From an optimization exercise on the open Yosys and OpenROAD flow, aimed at small area and a short achievable clock period; shortcuts taken in it are not production practice. The RTL was checked by simulation tests, not by an equivalence proof against the original design. Power figures rest on the tool's default switching activity, not on a simulated workload.

==> ember <==
==> flow/design.v <==
module SPI_Slave(MOSI, MISO, SS_n, clk, rst_n, rx_data, rx_valid, tx_data, tx_valid);
	input MOSI, SS_n, clk, rst_n, tx_valid;
	input [7:0] tx_data;
	output reg rx_valid, MISO;
	output [9:0] rx_data;
	reg [3:0] st;
	reg [9:0] temp;
	reg [2:0] counter2;
	reg tx_busy;
	assign rx_data = temp;
	always @(posedge clk)
		temp <= {temp[8:0], MOSI};
	always @(posedge clk or negedge rst_n) begin
		if (~rst_n) begin
			st <= 4'd0;
			rx_valid <= 1'b0;
		end
		else begin
			rx_valid <= ~SS_n && (st == 4'd11);
			if (SS_n)
				st <= 4'd0;
			else if (st != 4'd12)
				st <= st + 4'd1;
		end
	end
	always @(posedge clk or negedge rst_n) begin
		if (~rst_n) begin
			MISO <= 1'b0;
			counter2 <= 3'd7;
			tx_busy <= 1'b0;
		end
		else if (tx_valid) begin
			counter2 <= 3'd7;
			tx_busy <= 1'b1;
			MISO <= 1'b0;
		end
		else if (tx_busy) begin
			MISO <= tx_data[counter2];
			counter2 <= counter2 - 3'd1;
			if (counter2 == 3'd0)
				tx_busy <= 1'b0;
		end
		else
			MISO <= 1'b0;
	end
endmodule
module RAM(clk, rst_n, din, rx_valid, dout, tx_valid);
	parameter MEM_DEPTH = 256;
	parameter ADDR_SIZE = 8;
	input clk, rst_n, rx_valid;
	input [9:0] din;
	output tx_valid;
	output [7:0] dout;
	reg [2047:0] ring;           
	reg [2:0] ph;
	reg [7:0] wr_add;            
	reg wr_zero;                 
	reg [7:0] rd_add;
	reg pend;
	reg [7:0] pdata;
	reg [7:0] rb;
	wire do_wa = rx_valid && (din[9:8] == 2'b00);
	wire do_wr = rx_valid && (din[9:8] == 2'b01);
	wire do_ra = rx_valid && (din[9:8] == 2'b10);
	assign tx_valid = rx_valid && (din[9:8] == 2'b11);
	assign dout = rb;
	reg land;
	reg [7:0] land_hi;
	reg [3:0] wa_lo;
	wire land_nx;
	wire [7:0] wr_add_nx = do_wa ? din[7:0] : ((do_wr && wr_zero) ? 8'd0 : wr_add);
	wire pend_nx = do_wr || (pend && !land);
	assign land_nx = pend_nx && (wr_add_nx[2:0] == ph - 3'd1);
	wire [2:0] ph1 = ph + 3'd1;
	wire refresh = (rd_add[2:0] == ph1);
	integer g, s;
	reg [7:0] ra_hi;
	reg [3:0] ra_lo;
	reg [7:0] tap;
	always @(*) begin
		tap = 8'd0;
		for (g = 0; g < 32; g = g + 1)
			tap = tap | (ring[(g*8)*8 +: 8] & {8{ra_hi[g/4] & ra_lo[g%4]}});
	end
	always @(posedge clk) begin
		for (g = 0; g < 32; g = g + 1) begin
			for (s = 7; s > 0; s = s - 1)
				ring[(g*8+s)*8 +: 8] <= ring[(g*8+s-1)*8 +: 8];
			if (land_hi[g/4] && wa_lo[g%4])
				ring[(g*8)*8 +: 8] <= pdata;
			else
				ring[(g*8)*8 +: 8] <= ring[(g*8+7)*8 +: 8];
		end
	end
	always @(posedge clk) begin
		ph <= ph - 3'd1;
		land <= land_nx;
		land_hi <= {8{land_nx}} & (8'd1 << wr_add_nx[7:5]);
		wa_lo <= 4'd1 << wr_add_nx[4:3];
		if (refresh)
			rb <= tap;
		pend <= pend_nx;
		if (do_wr)
			pdata <= din[7:0];
		wr_add <= wr_add_nx;
	end
	always @(posedge clk or negedge rst_n) begin
		if (~rst_n) begin
			wr_zero <= 1'b1;
			rd_add <= {ADDR_SIZE{1'b0}};
			ra_hi <= 8'd1;
			ra_lo <= 4'd1;
		end
		else begin
			if (do_wa || do_wr)
				wr_zero <= 1'b0;
			if (do_ra) begin
				rd_add <= din[7:0];
				ra_hi <= 8'd1 << din[7:5];
				ra_lo <= 4'd1 << din[4:3];
			end
		end
	end
endmodule
module SPI_Wrapper(clk, rst_n, MOSI, MISO, SS_n);
	input clk, rst_n, MOSI, SS_n;
	output  MISO;
	wire [9:0] data_from_SPI_to_RAM;
	wire [7:0] data_from_RAM_to_SPI;
	wire data_from_SPI_to_RAM_valid, data_from_RAM_to_SPI_valid;
	SPI_Slave SPI (
		.MOSI(MOSI),
		.MISO(MISO),
		.SS_n(SS_n),
		.clk(clk),
		.rst_n(rst_n),
		.rx_data(data_from_SPI_to_RAM),
		.rx_valid(data_from_SPI_to_RAM_valid),
		.tx_data(data_from_RAM_to_SPI),
		.tx_valid(data_from_RAM_to_SPI_valid)
	);
	RAM RAM1 (
		.clk(clk),
		.rst_n(rst_n),
		.din(data_from_SPI_to_RAM),
		.rx_valid(data_from_SPI_to_RAM_valid),
		.dout(data_from_RAM_to_SPI),
		.tx_valid(data_from_RAM_to_SPI_valid)
	);
endmodule
==> flow/flow/run.sh <==
#!/bin/bash
set -euo pipefail
export POST_DETAIL_PLACE_TCL="$(pwd)/flow/place_out_ff.tcl"
bash standard.sh > standard_sh.log 2>&1
==> flow/flow/place_out_ff.tcl <==
# Runs inside ORFS detailed placement (POST_DETAIL_PLACE_TCL), with the design loaded.
# For every output port: find the buffer driving it and the register driving that buffer,
# and place the register right next to the buffer; then legalise again.
set block [ord::get_db_block]
foreach bt [$block getBTerms] {
  if { [$bt getIoType] != "OUTPUT" } { continue }
  set net [$bt getNet]
  if { $net == "NULL" } { continue }
  set buf ""
  foreach it [$net getITerms] { if { [$it isOutputSignal] } { set buf [$it getInst] } }
  if { $buf == "" } { continue }
  set ff ""
  foreach it [$buf getITerms] {
    if { [$it isInputSignal] && [$it getNet] != "NULL" } {
      foreach d [[$it getNet] getITerms] {
                if { [$d isOutputSignal] } { set drv [$d getInst] }
      }
    }
  }
  if { [info exists drv] && [[$drv getMaster] isSequential] } { set ff $drv }
  if { $ff == "" } { continue }
  set loc [$buf getLocation]
  puts "place_out_ff: [$ff getName] -> next to [$buf getName] at $loc"
  $ff setLocation [lindex $loc 0] [lindex $loc 1]
  $ff setPlacementStatus PLACED
}
detailed_placement
optimize_mirroring
utl::info FLW 12 "Placement violations [check_placement -verbose]."
estimate_parasitics -placement
==> flow/standard.sh <==
#!/bin/bash
# synth_recipe.tcl (not shown) runs the flow's synth.tcl, then flattens the netlist and writes it again
# the make line also repeats each setting of config.mk as NAME=value (left out here)
make -C /OpenROAD-flow-scripts/flow DESIGN_CONFIG=/design/flow/config.mk WORK_HOME=/design/flow/orfs CLKGATE_MAP_FILE= SYNTH_SCRIPT=/design/flow/synth_recipe.tcl "${@:-finish}"
==> flow/config.mk <==
export PLATFORM = sky130hd
export DESIGN_NAME = SPI_Wrapper
export DESIGN_NICKNAME = SPI_Wrapper
export VERILOG_FILES = /design/flow/design.v
export SDC_FILE = /design/flow/constraint.sdc
export NUM_CORES = 4
export LEC_CHECK = 0
export CAP_MARGIN = 20
export CORE_MARGIN = 2
export CORE_UTILIZATION = 65
export CTS_BUF_LIST = sky130_fd_sc_hd__clkbuf_16
export CTS_CLUSTER_DIAMETER = 100
export CTS_CLUSTER_SIZE = 30
export PLACE_DENSITY = 0.75
export SETUP_SLACK_MARGIN = 3.45
export SLEW_MARGIN = 20
==> flow/constraint.sdc <==
create_clock -name core_clock -period 6.0 [get_ports {clk}]
set_input_delay 1.2000 -clock core_clock [delete_from_list [all_inputs] [get_ports {clk}]]
set_output_delay 1.2000 -clock core_clock [all_outputs]
set_load 0.01 [all_outputs]
==> pepper (differences from ember) <==
--- a/flow/config.mk
+++ b/flow/config.mk
@@ -7,10 +7,10 @@
 export LEC_CHECK = 0
 export CAP_MARGIN = 20
 export CORE_MARGIN = 2
-export CORE_UTILIZATION = 65
+export CORE_UTILIZATION = 58
 export CTS_BUF_LIST = sky130_fd_sc_hd__clkbuf_16
 export CTS_CLUSTER_DIAMETER = 100
 export CTS_CLUSTER_SIZE = 30
-export PLACE_DENSITY = 0.75
-export SETUP_SLACK_MARGIN = 3.45
+export PLACE_DENSITY = 0.7
+export SETUP_SLACK_MARGIN = 3.6
 export SLEW_MARGIN = 20
==> tundra (differences from ember) <==
==> flow/design.v, changed modules only <==
module SPI_Slave(MOSI, MISO, SS_n, clk, rst_n, rx_data, rx_valid, tx_data, tx_valid);
	input MOSI, SS_n, clk, rst_n, tx_valid;
	input [7:0] tx_data;
	output reg rx_valid, MISO;
	output [9:0] rx_data;
	reg [3:0] st;
	reg [9:0] temp;
	reg [2:0] counter2;
	reg tx_busy;
	assign rx_data = temp;
	always @(posedge clk)
		if (~SS_n && (st >= 4'd2) && (st <= 4'd11))
			temp <= {temp[8:0], MOSI};
	always @(posedge clk or negedge rst_n) begin
		if (~rst_n) begin
			st <= 4'd0;
			rx_valid <= 1'b0;
		end
		else begin
			rx_valid <= ~SS_n && (st == 4'd11);
			if (SS_n)
				st <= 4'd0;
			else if (st != 4'd12)
				st <= st + 4'd1;
		end
	end
	always @(posedge clk or negedge rst_n) begin
		if (~rst_n) begin
			MISO <= 1'b0;
			counter2 <= 3'd7;
			tx_busy <= 1'b0;
		end
		else if (tx_valid) begin
			counter2 <= 3'd7;
			tx_busy <= 1'b1;
			MISO <= 1'b0;
		end
		else if (tx_busy) begin
			MISO <= tx_data[counter2];
			counter2 <= counter2 - 3'd1;
			if (counter2 == 3'd0)
				tx_busy <= 1'b0;
		end
		else
			MISO <= 1'b0;
	end
endmodule
module RAM(clk, rst_n, din, rx_valid, dout, tx_valid);
	parameter MEM_DEPTH = 256;
	parameter ADDR_SIZE = 8;
	input clk, rst_n, rx_valid;
	input [9:0] din;
	output tx_valid;
	output [7:0] dout;
	reg [2047:0] ring;           
	reg [3:0] ph;
	reg [7:0] mem0;
	reg [7:0] wr_add;            
	reg wr_zero;                 
	reg wa_wait;                 
	reg [7:0] rd_add;
	reg rd_zero;                 
	reg pend;
	reg [7:0] pdata;
	reg [7:0] rb;
	reg fwd;
	wire do_wa = rx_valid && (din[9:8] == 2'b00);
	wire do_wr = rx_valid && (din[9:8] == 2'b01);
	wire do_ra = rx_valid && (din[9:8] == 2'b10);
	assign tx_valid = rx_valid && (din[9:8] == 2'b11);
	assign dout = rd_zero ? mem0 : (fwd ? pdata : rb);
	reg land;
	reg [3:0] land_hi;
	reg [3:0] wa_lo;
	wire busy = pend && !land;
	wire wr_is0 = wr_zero || (wr_add == 8'd0);
	wire do_wr0 = do_wr && wr_is0;
	wire do_wrr = do_wr && !wr_is0;
	wire [7:0] wr_add_nx = ((do_wa && !busy) || (wa_wait && land)) ? din[7:0] : wr_add;
	wire pend_nx = do_wrr || busy;
	wire land_nx = pend_nx && (wr_add[3:0] == ph - 4'd1);
	wire [7:0] rd_add_nx = do_ra ? din[7:0] : rd_add;
	reg refr;
	reg [7:0] ra_hi;
	reg [3:0] ra_lo;
	integer g, s;
	reg [7:0] tap;
	always @(*) begin
		tap = 8'd0;
		for (g = 0; g < 16; g = g + 1)
			for (s = 0; s < 2; s = s + 1)
				tap = tap | (ring[(g*16+s*8)*8 +: 8] & {8{ra_hi[g/2] & ra_lo[(g%2)*2+s]}});
	end
	always @(posedge clk) begin
		for (g = 0; g < 16; g = g + 1) begin
			for (s = 15; s > 0; s = s - 1)
				ring[(g*16+s)*8 +: 8] <= ring[(g*16+s-1)*8 +: 8];
			if (land_hi[g/4] && wa_lo[g%4])
				ring[(g*16)*8 +: 8] <= pdata;
			else
				ring[(g*16)*8 +: 8] <= ring[(g*16+15)*8 +: 8];
		end
	end
	always @(posedge clk) begin
		ph <= ph - 4'd1;
		land <= land_nx;
		land_hi <= {4{land_nx}} & (4'd1 << wr_add[7:6]);
		wa_lo <= 4'd1 << wr_add[5:4];
		pend <= pend_nx;
		if (do_wrr)
			pdata <= din[7:0];
		if (do_wr0)
			mem0 <= din[7:0];
		wr_add <= wr_add_nx;
		refr <= (rd_add_nx[2:0] == ph[2:0]);
		ra_hi <= 8'd1 << rd_add_nx[7:5];
		ra_lo <= 4'd1 << {rd_add_nx[4], rd_add_nx[3] ^ ph[3]};
		if (refr)
			rb <= tap;
		fwd <= (pend_nx && (wr_add == rd_add_nx)) || (fwd && !refr && !do_ra);
	end
	always @(posedge clk or negedge rst_n) begin
		if (~rst_n) begin
			wr_zero <= 1'b1;
			wa_wait <= 1'b0;
			rd_add <= {ADDR_SIZE{1'b0}};
			rd_zero <= 1'b1;
		end
		else begin
			if (do_wa)
				wr_zero <= 1'b0;
			if (do_wa && busy)
				wa_wait <= 1'b1;
			else if (land)
				wa_wait <= 1'b0;
			if (do_ra) begin
				rd_add <= din[7:0];
				rd_zero <= (din[7:0] == 8'd0);
			end
		end
	end
endmodule
--- a/flow/config.mk
+++ b/flow/config.mk
@@ -12,5 +12,5 @@
 export CTS_CLUSTER_DIAMETER = 100
 export CTS_CLUSTER_SIZE = 30
 export PLACE_DENSITY = 0.75
-export SETUP_SLACK_MARGIN = 3.45
+export SETUP_SLACK_MARGIN = 3.6
 export SLEW_MARGIN = 20
==> lagoon (differences from ember) <==
--- a/flow/config.mk
+++ b/flow/config.mk
@@ -7,10 +7,10 @@
 export LEC_CHECK = 0
 export CAP_MARGIN = 20
 export CORE_MARGIN = 2
-export CORE_UTILIZATION = 65
+export CORE_UTILIZATION = 72
 export CTS_BUF_LIST = sky130_fd_sc_hd__clkbuf_16
 export CTS_CLUSTER_DIAMETER = 100
 export CTS_CLUSTER_SIZE = 30
-export PLACE_DENSITY = 0.75
-export SETUP_SLACK_MARGIN = 3.45
+export PLACE_DENSITY = 0.82
+export SETUP_SLACK_MARGIN = 3.6
 export SLEW_MARGIN = 20
==> comparison <==
- The highest routed wire length belongs to lagoon, the lowest to tundra.
- The lowest die area belongs to lagoon, the highest to pepper.
- In pepper the via count is lower than in lagoon, by about 2%.
- The lowest power belongs to ember, the highest to tundra.
- Of tundra and pepper, tundra has the higher setup slack (gap 0.0021 ns).
- Global-route usage, highest first: lagoon, ember, pepper, tundra.
==> figures <==
| metric | lagoon | tundra | pepper | ember |
|---|---|---|---|---|
| Worst-case hold slack | 0.318 ns | 0.318 ns | 0.314 ns | 0.317 ns |
| Area share of fa/ha/maj cells after synthesis | 0.00155 | 0.00158 | 0.00155 | 0.00155 |
| Maximum number of pins on one net before global-route repair | 38 | 32 | 39 | 39 |
| Met1 track utilization from global routing | 0.358 | 0.305 | 0.295 | 0.338 |
| Net Sw Frac | 0.192 | 0.189 | 0.191 | 0.190 |
| Run status | finished clean | finished clean | finished clean | finished clean |
| Tap cells | 873 | 959 | 1080 | 969 |
| Setup slack of the worst register-to-register path | 3.65 ns | 3.67 ns | 3.78 ns | 3.78 ns |
| Synthesized net count | 2847 | 2707 | 2847 | 2847 |
| Worst vdd ir | 0.000292 V | 0.000314 V | 0.000300 V | 0.000298 V |
| Clock Skews | 0.0380 ns | 0.0288 ns | 0.0365 ns | 0.0329 ns |
| Total detailed-routing wirelength | 92400 um | 76600 um | 88500 um | 88800 um |
| Sequential cell fraction of total power | 0.684 | 0.686 | 0.688 | 0.690 |
| Number of ordinary and repair buffers in the finished layout | 19 | 12 | 18 | 15 |

==> inputs of job 5834 <==
RTL: the design.v shown in full above, as it stands there.
Settings: LEC_CHECK=0, CAP_MARGIN=20, CORE_MARGIN=2, CORE_UTILIZATION=65, CTS_BUF_LIST=sky130_fd_sc_hd__clkbuf_16, CTS_CLUSTER_DIAMETER=100, CTS_CLUSTER_SIZE=30, PLACE_DENSITY=0.75, SETUP_SLACK_MARGIN=3.66, SLEW_MARGIN=20; clock period 6.0 ns.
standard.sh (not shown) runs the stock make flow with config.mk's settings and CLKGATE_MAP_FILE= SYNTH_SCRIPT=/design/flow/synth_recipe.tcl, a recipe that flattens the netlist after the stock synthesis.
==> flow/flow/run.sh <==
#!/bin/bash
set -euo pipefail
export POST_DETAIL_PLACE_TCL="$(pwd)/flow/place_out_ff.tcl"
bash standard.sh > standard_sh.log 2>&1
==> flow/flow/place_out_ff.tcl <==
# Runs inside ORFS detailed placement (POST_DETAIL_PLACE_TCL), with the design loaded.
# For every output port: find the buffer driving it and the register driving that buffer,
# and place the register right next to the buffer; then legalise again.
set block [ord::get_db_block]
foreach bt [$block getBTerms] {
  if { [$bt getIoType] != "OUTPUT" } { continue }
  set net [$bt getNet]
  if { $net == "NULL" } { continue }
  set buf ""
  foreach it [$net getITerms] { if { [$it isOutputSignal] } { set buf [$it getInst] } }
  if { $buf == "" } { continue }
  set ff ""
  foreach it [$buf getITerms] {
    if { [$it isInputSignal] && [$it getNet] != "NULL" } {
      foreach d [[$it getNet] getITerms] {
                if { [$d isOutputSignal] } { set drv [$d getInst] }
      }
    }
  }
  if { [info exists drv] && [[$drv getMaster] isSequential] } { set ff $drv }
  if { $ff == "" } { continue }
  set loc [$buf getLocation]
  puts "place_out_ff: [$ff getName] -> next to [$buf getName] at $loc"
  $ff setLocation [lindex $loc 0] [lindex $loc 1]
  $ff setPlacementStatus PLACED
}
detailed_placement
optimize_mirroring
utl::info FLW 12 "Placement violations [check_placement -verbose]."
estimate_parasitics -placement
==> inputs of job 848, as changes to job 5834 <==
--- a/flow/design.v
+++ b/flow/design.v
@@ -65,27 +65,13 @@
 	assign tx_valid = rx_valid && (din[9:8] == 2'b11);
 	assign dout = rb;
-	reg land;
-	reg [7:0] land_hi;
-	reg [3:0] wa_lo;
-	wire land_nx;
-	wire [7:0] wr_add_nx = do_wa ? din[7:0] : ((do_wr && wr_zero) ? 8'd0 : wr_add);
-	wire pend_nx = do_wr || (pend && !land);
-	assign land_nx = pend_nx && (wr_add_nx[2:0] == ph - 3'd1);
+	wire land = pend && (wr_add[2:0] == ph);
 	wire [2:0] ph1 = ph + 3'd1;
 	wire refresh = (rd_add[2:0] == ph1);
 	integer g, s;
-	reg [7:0] ra_hi;
-	reg [3:0] ra_lo;
-	reg [7:0] tap;
-	always @(*) begin
-		tap = 8'd0;
-		for (g = 0; g < 32; g = g + 1)
-			tap = tap | (ring[(g*8)*8 +: 8] & {8{ra_hi[g/4] & ra_lo[g%4]}});
-	end
 	always @(posedge clk) begin
 		for (g = 0; g < 32; g = g + 1) begin
 			for (s = 7; s > 0; s = s - 1)
 				ring[(g*8+s)*8 +: 8] <= ring[(g*8+s-1)*8 +: 8];
-			if (land_hi[g/4] && wa_lo[g%4])
+			if (land && (wr_add[7:3] == g))
 				ring[(g*8)*8 +: 8] <= pdata;
 			else
@@ -95,13 +81,16 @@
 	always @(posedge clk) begin
 		ph <= ph - 3'd1;
-		land <= land_nx;
-		land_hi <= {8{land_nx}} & (8'd1 << wr_add_nx[7:5]);
-		wa_lo <= 4'd1 << wr_add_nx[4:3];
 		if (refresh)
-			rb <= tap;
-		pend <= pend_nx;
-		if (do_wr)
+			rb <= ring[(rd_add[7:3]*8)*8 +: 8];
+		if (do_wr) begin
+			pend <= 1'b1;
 			pdata <= din[7:0];
-		wr_add <= wr_add_nx;
+		end
+		else if (land)
+			pend <= 1'b0;
+		if (do_wa)
+			wr_add <= din[7:0];
+		else if (do_wr && wr_zero)
+			wr_add <= 8'd0;
 	end
 	always @(posedge clk or negedge rst_n) begin
@@ -109,15 +98,10 @@
 			wr_zero <= 1'b1;
 			rd_add <= {ADDR_SIZE{1'b0}};
-			ra_hi <= 8'd1;
-			ra_lo <= 4'd1;
 		end
 		else begin
 			if (do_wa || do_wr)
 				wr_zero <= 1'b0;
-			if (do_ra) begin
+			if (do_ra)
 				rd_add <= din[7:0];
-				ra_hi <= 8'd1 << din[7:5];
-				ra_lo <= 4'd1 << din[4:3];
-			end
 		end
 	end
==> flow/run.sh (new file) <==
#!/bin/bash
# synth_recipe.tcl (not shown) runs the flow's synth.tcl, then flattens the netlist and writes it again
# the make line also repeats each setting of config.mk as NAME=value (left out here)
make -C /OpenROAD-flow-scripts/flow DESIGN_CONFIG=/design/flow/config.mk WORK_HOME=/design/flow/orfs CLKGATE_MAP_FILE= SYNTH_SCRIPT=/design/flow/synth_recipe.tcl finish
==> flow/config.mk (replaced) <==
export PLATFORM = sky130hd
export DESIGN_NAME = SPI_Wrapper
export DESIGN_NICKNAME = SPI_Wrapper
export VERILOG_FILES = /design/flow/design.v
export SDC_FILE = /design/flow/constraint.sdc
export NUM_CORES = 4
export LEC_CHECK = 0
export CAP_MARGIN = 20
export CORE_MARGIN = 2
export CORE_UTILIZATION = 45
export PLACE_DENSITY = 0.6
export SETUP_SLACK_MARGIN = 3.5
export SLEW_MARGIN = 20
removed: flow/flow/run.sh
removed: flow/flow/place_out_ff.tcl
removed: flow/standard.sh
==> results.py <==
metrics = {
    "place": {
        "dp_slack_ns": 3.764,
        "globalplace.congestion": 0.8913,
    },
    "global_routing": {
        "grt_pass1_vias": 19827,
    },
    "timing": {
        "fin_skew_ns": 0.03290,
    },
    "synth": {
        "synthCells": 2837,
        "synth-seq-cells": 2125,
    },
    "status": {
        "outcome": "complete, no violations",
    },
    "finish": {
        "fillers": 4612,
    },
}
The numbers above come from job 5834.

==> results.py <==
metrics = {
    "place": {
        "dpl.hpwl_microns": 46440,
        "dp_slack_ns": 2.555,
    },
    "timing": {
        "fin_skew_ns": 0.03259,
        "setup_slack_ns": 3.503,
    },
    "synth": {
        "synth_top_area_cell": "dfxtp_1",
        "synthCells": 2632,
        "synth-seq-cells": 2105,
    },
    "floorplanning": {
        "start_util_pct": 45.24,
    },
    "global_routing": {
        "globalRouteMet1Util_pct": 21.76,
        "grt_pass1_vias": 19573,
    },
    "critical_path": {
        "arrival_ns": 1.30,
        "path_cells": "buf_2",
    },
    "finish": {
        "fillers": 8447,
    },
    "worst_hold_path": {
        "min_to": "RAM1.ring[417]",
    },
    "clock_network": {
        "cts_root_buf": "clkbuf_16",
    },
    "status": {
        "outcome": "complete, no violations",
    },
}
The numbers above come from job 848.

re-timing with driven ports:
No port has a modelled driver above. Below, the same layouts with a new extraction and two added sets of constraints. Step 1 sets driving cells, clkbuf_16 on the clock port and buf_2 on the other inputs (assumed; they add their load-dependent delay and slew). Step 2 times the ports against the registers' clock, not the clock port: input delays grow and output delays shrink by t, the midpoint of the rising clock arrivals with the driver on. a / b / c = ideal / step 1 / step 2; a / b = the first two.
| run | t (ns) | slack for setup (ns) | worst register clock-pin slew, ns |
|---|---|---|---|
| ember | 0.734 | 3.521 / 3.453 / 3.777 | 0.12 / 0.12 |
| pepper | 0.724 | 3.627 / 3.558 / 3.781 | 0.12 / 0.12 |
| tundra | 0.718 | 3.629 / 3.565 / 3.231 | 0.11 / 0.11 |
| lagoon | 0.721 | 3.636 / 3.571 / 3.653 | 0.12 / 0.12 |
| job 5834 | 0.734 | 3.621 / 3.553 / 3.777 | 0.12 / 0.12 |
| job 848 | 0.810 | 3.503 / 3.433 / 3.530 | 0.07 / 0.07 |
After both steps setup and hold are still met in every run listed. The setup slack of tundra, which loses most, moves by -0.064 ns with the drivers and by -0.398 ns with both steps.
